Source: an optimization exercise on an open RTL-to-GDS flow (aim: small area and a short achievable clock period). Production flows keep margins and buffers that such runs may drop. At most, simulation tests tie the RTL to the original design; equivalence was not proved. No activity file was given, so power comes from the tool's default toggle rates.

==> flow/design.v (excerpt) <==
module perceptron_top #(
    parameter WIDTH = 16
  ) (
    input clk,
    input reset,
    input      val_i,
    output     rdy_o,
    output reg val_o,
    input      rdy_i,
    input  [1:0] W1W0b_en_i,
    input        b_i,
    input        W0_i,
    input        W1_i,
    input signed [WIDTH-1:0] X0_i,
    input signed [WIDTH-1:0] X1_i,
    output reg Y_o
);
clock: 9.0 ns
lec_check: 0
cap_margin: 20
core_margin: 2
core_utilization: 40
slew_margin: 20
run.sh (not shown) runs the stock make flow with config.mk's settings and CLKGATE_MAP_FILE= SYNTH_SCRIPT=/design/flow/synth_recipe.tcl, a recipe that flattens the netlist after the stock synthesis.
Next try:
SETUP_SLACK_MARGIN = 4.0   (was not set)
After rerunning:
- The changed run finished with timing, DRC and antenna clean
- total power climbs by 3.3%
- maximum frequency increases by 28%
- combinational power is higher by 13%
No functional check of the RTL was part of any run of this note.

========
wip/pepper:
Another version of the RTL of perceptron_top (not shown whole).
Size: ~1,200 cells after synthesis, ~130 flip-flops, about 44 I/O pins, roughly 14,000 sq um of cells after synthesis.
export LEC_CHECK = 0
export CAP_MARGIN = 20
export CORE_MARGIN = 2
export CORE_UTILIZATION = 55
export CTS_BUF_LIST = sky130_fd_sc_hd__clkbuf_8
export SETUP_SLACK_MARGIN = 4.45
export SLEW_MARGIN = 20
export SYNTH_HIERARCHICAL = 1
export SYNTH_MINIMUM_KEEP_SIZE = 0
create_clock -name core_clock -period 9.0 [get_ports {clk}]
standard.sh (not shown) runs the stock make flow with config.mk's settings and CLKGATE_MAP_FILE= SYNTH_SCRIPT=/design/flow/synth_recipe.tcl, a recipe that flattens the netlist after the stock synthesis.
==> flow/flow/run.sh <==
#!/bin/bash
# The standard layout (standard.sh: unchanged synthesis and steps), with
#  - the port buffers made of a plain buffer cell instead of the delay buffer
#    that buffer_ports picks by default, and
#  - setup repair limited to resizing gates and swapping pins (no buffer
#    insertion or gate cloning).
# ORFS keeps each step's full log under orfs/logs/; make's own output goes to
# make.log here.
set -euo pipefail
bash standard.sh BUFFER_PORTS_ARGS="-buffer_cell sky130_fd_sc_hd__buf_1" \
  SETUP_MOVE_SEQUENCE="unbuffer,sizeup,swap" finish > make.log 2>&1
diff inputs: wip/pepper => wip/lagoon
Settings: a change of SETUP_SLACK_MARGIN from 4.45 to 4.6.
The highest-delay cell along the critical path comes out dfxtp_2 in one run and fa_1 in the other, namely in wip/lagoon and wip/pepper respectively. Relative to wip/pepper, via count of the first global-routing pass has gone down in wip/lagoon. [compare] base=wip/pepper new=wip/lagoon: register area went up by about 1.2%; share of total power in combinational logic went down by 0.2 points; hold buffer count at cts was more or less identical.
No functional check of the RTL was part of any run of this note.

========
== alpha ==
Another version of the RTL of perceptron_top (not shown whole).
For scale: ~1,300 cells after synthesis, roughly 110 flip-flops, ~44 I/O pins, roughly 14,000 um^2 of cells after synthesis.
clock: 9.0 ns
lec_check: 0
cap_margin: 20
core_margin: 2
core_utilization: 40
setup_slack_margin: 4.5
slew_margin: 20
synth_hierarchical: 1
synth_minimum_keep_size: 0
tns_end_percent: 0
run.sh (not shown) runs the stock make flow with config.mk's settings and CLKGATE_MAP_FILE= SYNTH_SCRIPT=/design/flow/synth_recipe.tcl, a recipe that flattens the netlist after the stock synthesis.
Stock flow here: none of the scripts above is used.
#### Input delta (beta over alpha)
- SETUP_SLACK_MARGIN changed from 4.5 to 5.0
## What came out
- Diff beta..alpha | post-layout instance area | unchanged
- Changes observed in beta relative to alpha: mux contribution to synthesized area level, data arrival time at the worst-slack endpoint flat, sequential area share after synthesis did not really move.
- beta finished end to end and its layout was clean on timing, DRC and antenna.
Function was not checked in any run of this note: the RTL went through the layout flow alone.

========
rev 12:
perceptron_top, a different RTL version from the one above (not shown whole).
Size: about 1,200 cells after synthesis.
Design perceptron_top, start of the top module:
module perceptron_top #(
    parameter WIDTH = 16
  ) (
    input clk,
    input reset,
    input      val_i,
    output     rdy_o,
    output     val_o,
    input      rdy_i,
    input  [1:0] W1W0b_en_i,
    input        b_i,
    input        W0_i,
    input        W1_i,
    input signed [WIDTH-1:0] X0_i,
    input signed [WIDTH-1:0] X1_i,
    output     Y_o
);
==> flow/config.mk <==
export PLATFORM = sky130hd
export DESIGN_NAME = perceptron_top
export DESIGN_NICKNAME = perceptron_top
export VERILOG_FILES = /design/flow/design.v
export SDC_FILE = /design/flow/constraint.sdc
export NUM_CORES = 4
export LEC_CHECK = 0
export CAP_MARGIN = 20
export CORE_MARGIN = 2
export CORE_UTILIZATION = 55
export CTS_BUF_LIST = sky130_fd_sc_hd__clkbuf_8
export SETUP_SLACK_MARGIN = 4.3
export SLEW_MARGIN = 20
export SYNTH_HIERARCHICAL = 1
export SYNTH_MINIMUM_KEEP_SIZE = 0
==> flow/constraint.sdc <==
create_clock -name core_clock -period 9.0 [get_ports {clk}]
set_input_delay 1.8000 -clock core_clock [delete_from_list [all_inputs] [get_ports {clk}]]
set_output_delay 1.8000 -clock core_clock [all_outputs]
set_load 0.01 [all_outputs]
standard.sh (not shown) runs the stock make flow with config.mk's settings and CLKGATE_MAP_FILE= SYNTH_SCRIPT=/design/flow/synth_recipe.tcl, a recipe that flattens the netlist after the stock synthesis.
Scripts as last shown in full above: flow/flow/run.sh
Changes in rev 13 relative to rev 12:
# rev 12
export LEC_CHECK = 0
export CAP_MARGIN = 20
export CORE_MARGIN = 2
export CORE_UTILIZATION = 55
export CTS_BUF_LIST = sky130_fd_sc_hd__clkbuf_8
export SETUP_SLACK_MARGIN = 4.3
export SLEW_MARGIN = 20
export SYNTH_HIERARCHICAL = 1
export SYNTH_MINIMUM_KEEP_SIZE = 0
create_clock -name core_clock -period 9.0 [get_ports {clk}]
# rev 13
export LEC_CHECK = 0
export CAP_MARGIN = 20
export CORE_MARGIN = 2
export CORE_UTILIZATION = 55
export CTS_BUF_LIST = sky130_fd_sc_hd__clkbuf_8
export SETUP_SLACK_MARGIN = 4.6
export SLEW_MARGIN = 20
export SYNTH_HIERARCHICAL = 1
export SYNTH_MINIMUM_KEEP_SIZE = 0
create_clock -name core_clock -period 9.0 [get_ports {clk}]
Rev 13 reached the end of the flow, and the finished layout is clean on the timing, DRC and antenna checks. The shortest clock period the worst path allows after layout number comes out higher for rev 12 vs rev 13. Diff rev 12..rev 13 | ratio of total power to cell area | negligible. Compared with rev 12, in rev 13 internal power consumption +1.7%, first-pass GRT wire length went up, routed wire length picked up an extra 1.5%, routability congestion estimate fell 0.050. Non-clock buffer count, rev 13 and rev 12, higher one = rev 12. From rev 13 to rev 12, maximum number of pins on one net before global-route repair did not move at all. A classification of the worst setup path of flip-flop to flip-flop is what rev 12 shows, while input pin to output pin belongs to rev 13. Count of clock-buffer cells in the layout: rev 12 vs rev 13, no meaningful difference. Rev 13 vs. rev 12: fraction of power consumed by combinational cells now sits lower, hold-critical path depth now sits at about the same level.

## port drivers added, routing unchanged
The flow's constraints put no driver on any port. The routed layouts listed below were extracted and timed again, unchanged, in two steps. Step 1, drivers: a clkbuf_16 drives clk and a buf_2 each remaining input, both assumed. Step 2 times the ports against the registers' clock, not the clock port: input delays grow and output delays shrink by t, the midpoint of the rising clock arrivals with the driver on. Slacks: ideal ports / drivers / drivers and shift; pairs: ideal ports / drivers.
| run | t, ns | setup WS [ns] | worst setup path after step 2 | worst register clock-pin slew, ns | worst slew at a driven data input, ns |
|---|---|---|---|---|---|
| the first run of note 1 | 0.455 | 2.021 / 2.021 / 2.021 | register to register | 0.08 / 0.08 | 0.04 |
| the second run of note 1 | 0.455 | 3.556 / 3.556 / 3.556 | register to register | 0.09 / 0.09 | 0.05 |
| wip/pepper | 0.514 | 4.526 / 4.526 / 4.526 | register to register | 0.11 / 0.11 | 0.03 |
| wip/lagoon | 0.505 | 4.663 / 4.663 / 4.663 | register to register | 0.11 / 0.11 | 0.04 |
| alpha | 0.441 | 4.110 / 4.110 / 4.110 | register to register | 0.10 / 0.10 | 0.04 |
| beta | 0.441 | 4.110 / 4.110 / 4.110 | register to register | 0.10 / 0.10 | 0.04 |
| rev 12 | 0.508 | 4.388 / 4.388 / 4.388 | register to register | 0.12 / 0.12 | 0.05 |
| rev 13 | 0.518 | 4.662 / 4.638 / 4.638 | input to output | 0.10 / 0.10 | 0.04 |
After both steps every run listed still meets setup and hold. The setup slack of rev 13, which loses most, moves by -0.024 ns with the drivers and by -0.024 ns with both steps.
